This design comes from an exercise in tuning for small area and a short achievable clock period on the open sky130 flow, not from production work. Where RTL was checked, it was by simulation tests only, not by an equivalence proof against the original. No driver is modelled on the clock port, so clocking that relies on it looks cheaper here than on a real chip. Power is estimated from default activity; no workload was simulated.

oak:
## alu_stage
module alu_stage (
    input   logic           clk,
    input   logic [4:0]     op,
    input   logic [31:0]    a,
    input   logic [31:0]    b,
    output  logic [31:0]    y
);
clock: 5.0 ns
lec_check: 0
abc_area: 1
cap_margin: 20
core_margin: 2
core_utilization: 40
setup_slack_margin: 3.0
slew_margin: 20
synth_hierarchical: 1
tns_end_percent: 0
standard.sh (not shown) runs the stock make flow with config.mk's settings and CLKGATE_MAP_FILE= SYNTH_SCRIPT=/design/flow/synth_recipe.tcl, a recipe that flattens the netlist after the stock synthesis.
==> flow/flow/run.sh <==
#!/bin/bash
# Standard layout, with plain buffers (instead of the delay cells that
# buffer_ports picks by default) on the input and output ports.
set -euo pipefail
bash standard.sh BUFFER_PORTS_ARGS="-buffer_cell sky130_fd_sc_hd__buf_2" finish > standard_make.log 2>&1
oak: full flow OK, the timing, DRC and antenna checks passed
What pine does differently from oak at the input level:
# oak
export LEC_CHECK = 0
export ABC_AREA = 1
export CAP_MARGIN = 20
export CORE_MARGIN = 2
export CORE_UTILIZATION = 40
export SETUP_SLACK_MARGIN = 3.0
export SLEW_MARGIN = 20
export SYNTH_HIERARCHICAL = 1
export TNS_END_PERCENT = 0
create_clock -name core_clock -period 5.0 [get_ports {clk}]
# pine
export LEC_CHECK = 0
export ABC_AREA = 1
export CAP_MARGIN = 20
export CORE_MARGIN = 2
export CORE_UTILIZATION = 40
export CTS_BUF_LIST = sky130_fd_sc_hd__clkbuf_8
export SETUP_SLACK_MARGIN = 3.0
export SLEW_MARGIN = 20
export SYNTH_HIERARCHICAL = 1
export TNS_END_PERCENT = 100
create_clock -name core_clock -period 5.0 [get_ports {clk}]
==> comparison <==
| sequential fraction of total cell area | pine vs oak | ≈ equal |. End of the critical path = p_q[1]: oak; end of the critical path = p_q[18]: pine. oak → pine: share of the clock period used by the worst path now smaller; routed wire length rose 1.9%; area fraction in and, or, nand and nor cells after synthesis did not really move; fmax went up by about 2.3%; power per cell area moved down.
Setup changes, pine to birch
# pine
export LEC_CHECK = 0
export ABC_AREA = 1
export CAP_MARGIN = 20
export CORE_MARGIN = 2
export CORE_UTILIZATION = 40
export CTS_BUF_LIST = sky130_fd_sc_hd__clkbuf_8
export SETUP_SLACK_MARGIN = 3.0
export SLEW_MARGIN = 20
export SYNTH_HIERARCHICAL = 1
export TNS_END_PERCENT = 100
create_clock -name core_clock -period 5.0 [get_ports {clk}]
# birch
export LEC_CHECK = 0
export ABC_AREA = 1
export CAP_MARGIN = 20
export CORE_MARGIN = 2
export CORE_UTILIZATION = 40
export SETUP_SLACK_MARGIN = 3.0
export SLEW_MARGIN = 20
export TNS_END_PERCENT = 100
create_clock -name core_clock -period 5.0 [get_ports {clk}]
## What came out
- pine: no failed stages, no open violations at the end
- birch: PASS, flow complete, no timing, DRC or antenna violations
- Worst hold slack (lower): birch
- birch against pine: final clock period utilization by the worst path went up by 0.20 points, critical path depth decreased by 2 relative to the old numbers, time the worst path needs with I/O delays and setup grew by 0.0099 ns, worst voltage drop across the vdd grid went up by 0.000045 V, clock power +about 30%.
- Against pine, combined area of all synthesized cells in birch came out better.

---

Another version of the RTL of alu_stage (not shown whole).
Size: roughly 1100 cells after synthesis, roughly 100 flip-flops, roughly 100 I/O pins.
make LEC_CHECK=0 CAP_MARGIN=20 CORE_MARGIN=2 CORE_UTILIZATION=40 SETUP_SLACK_MARGIN=3.0 SLEW_MARGIN=20 TNS_END_PERCENT=100 finish   # period 5.0 ns
run.sh (not shown) runs the stock make flow with config.mk's settings and CLKGATE_MAP_FILE= SYNTH_SCRIPT=/design/flow/synth_recipe.tcl, a recipe that flattens the netlist after the stock synthesis.
Stock flow here: none of the scripts above is used.
The baseline completed without violations.
Then changed:
ABC_AREA = 1   (was unset)
SETUP_SLACK_MARGIN = 3.3   (was 3.0)
The new run went through all stages and came out clean.
Power shrinks slightly.
Core utilization grows by 5.4 points.
First-iteration DRC count grows by well over a third.
Clock power stays flat.
Synthesized area grows by roughly a tenth.
Maximum frequency grows by a quarter to a third.
Routed wire length grows by well over a third.
Sequential cell count is unchanged.
Clock-buffer cell count shrinks by 1.
No run of this note included a check of the RTL's function; only the layout flow was run.

---

alu_stage with an RTL version that a note above also has.
Size: roughly 1,500 cells after synthesis, ~100 flip-flops.
export LEC_CHECK = 0
export ABC_AREA = 1
export CAP_MARGIN = 20
export CORE_MARGIN = 2
export CORE_UTILIZATION = 40
export SETUP_SLACK_MARGIN = 3.0
export SLEW_MARGIN = 20
export SYNTH_HIERARCHICAL = 1
export TNS_END_PERCENT = 100
create_clock -name core_clock -period 5.0 [get_ports {clk}]
standard.sh (not shown) runs the stock make flow with config.mk's settings and CLKGATE_MAP_FILE= SYNTH_SCRIPT=/design/flow/synth_recipe.tcl, a recipe that flattens the netlist after the stock synthesis.
==> flow/flow/run.sh <==
#!/bin/bash
# Standard layout, with plain buffers (instead of the delay cells that
# buffer_ports picks by default) on the input and output ports, and an area
# recovery pass after clock tree synthesis: non-critical cells are downsized,
# then timing is repaired again to the same setup margin.
set -euo pipefail
bash standard.sh BUFFER_PORTS_ARGS="-buffer_cell sky130_fd_sc_hd__buf_2" \
  POST_CTS_TCL="$PWD/flow/post_cts.tcl" finish > standard_make.log 2>&1
==> flow/flow/post_cts.tcl <==
# Area recovery after clock tree synthesis: downsize cells off the critical
# paths, then repair setup timing to the flow's setup margin again.
repair_timing -recover_power 100
repair_timing -setup -setup_margin $::env(SETUP_SLACK_MARGIN) -repair_tns 100
detailed_placement
check_placement -verbose
Next try:
==> flow/flow/run.sh (replaced) <==
#!/bin/bash
# Standard layout, with plain buffers (instead of the delay cells that
# buffer_ports picks by default) on the input and output ports.
set -euo pipefail
bash standard.sh BUFFER_PORTS_ARGS="-buffer_cell sky130_fd_sc_hd__buf_2" finish > standard_make.log 2>&1
Settings changed: SETUP_SLACK_MARGIN 3.0 to 2.8.
removed: flow/flow/post_cts.tcl
Routed wire length decreases by a little under a tenth; maximum frequency drops by a few percent; global-route usage is lower by 1.4 points; first-iteration DRC count decreases by about a fifth; die area does not change; final area went down by a few percent; setup slack is worse by 0.12 ns; total power drops by a few percent; count of clock-buffer cells in the layout is unchanged; clock power shrinks slightly; synthesized area is unchanged.
Next try:
==> flow/flow/run.sh (replaced) <==
#!/bin/bash
# Standard layout, with plain buffers (instead of the delay cells that
# buffer_ports picks by default) on the input and output ports.
set -euo pipefail
bash standard.sh BUFFER_PORTS_ARGS="-buffer_cell sky130_fd_sc_hd__buf_1" finish > standard_make.log 2>&1
Settings changed: SETUP_SLACK_MARGIN 2.8 to 3.0.
Sequential share of layout area shrinks by 0.79 points.
Clock power shrinks by 6.7%.
Synthesized area stays the same.
Final area grows by 4.9%.
Wire length grows by 6.2%.
Sequential cell count does not change.
Critical path depth grows by 3.

==> port drivers added, routing unchanged <==
The results above use ideal ports. As a check the final layouts listed here were re-extracted and re-timed, cells and wires unchanged.
Step 1 assumes that a clkbuf_16 drives the clock port and a buf_2 every other input.
Step 2 moves the port delays by t, midway between the first and last clock arrival at a register: inputs arrive t later, outputs are due t later. That takes back most of the time a late clock gives input paths.
Three values: ideal ports, drivers, drivers and shift; two values: the first two.
run	t (ns)	setup slack, ns	worst setup path at the end	cell pins on the clock port's net
oak	0.402	2.963 / 2.990 / 2.588	input to register	1
pine	0.438	3.008 / 3.024 / 2.591	input to register	1
birch	0.411	2.999 / 3.031 / 2.619	input to register	1
the first run of note 2	0.403	2.530 / 2.542 / 2.142	input to register	1
the second run of note 2	0.417	3.059 / 3.063 / 2.646	input to register	1
the first run of note 3	0.405	3.001 / 2.997 / 2.592	input to register	1
the second run of note 3	0.404	2.881 / 2.908 / 2.503	input to register	1
the third run of note 3	0.398	3.017 / 3.037 / 2.639	input to register	1
After both steps setup and hold are still met in every run listed. For pine, which loses most, drivers alone change the setup slack by +0.016 ns; drivers and shift together by -0.417 ns.
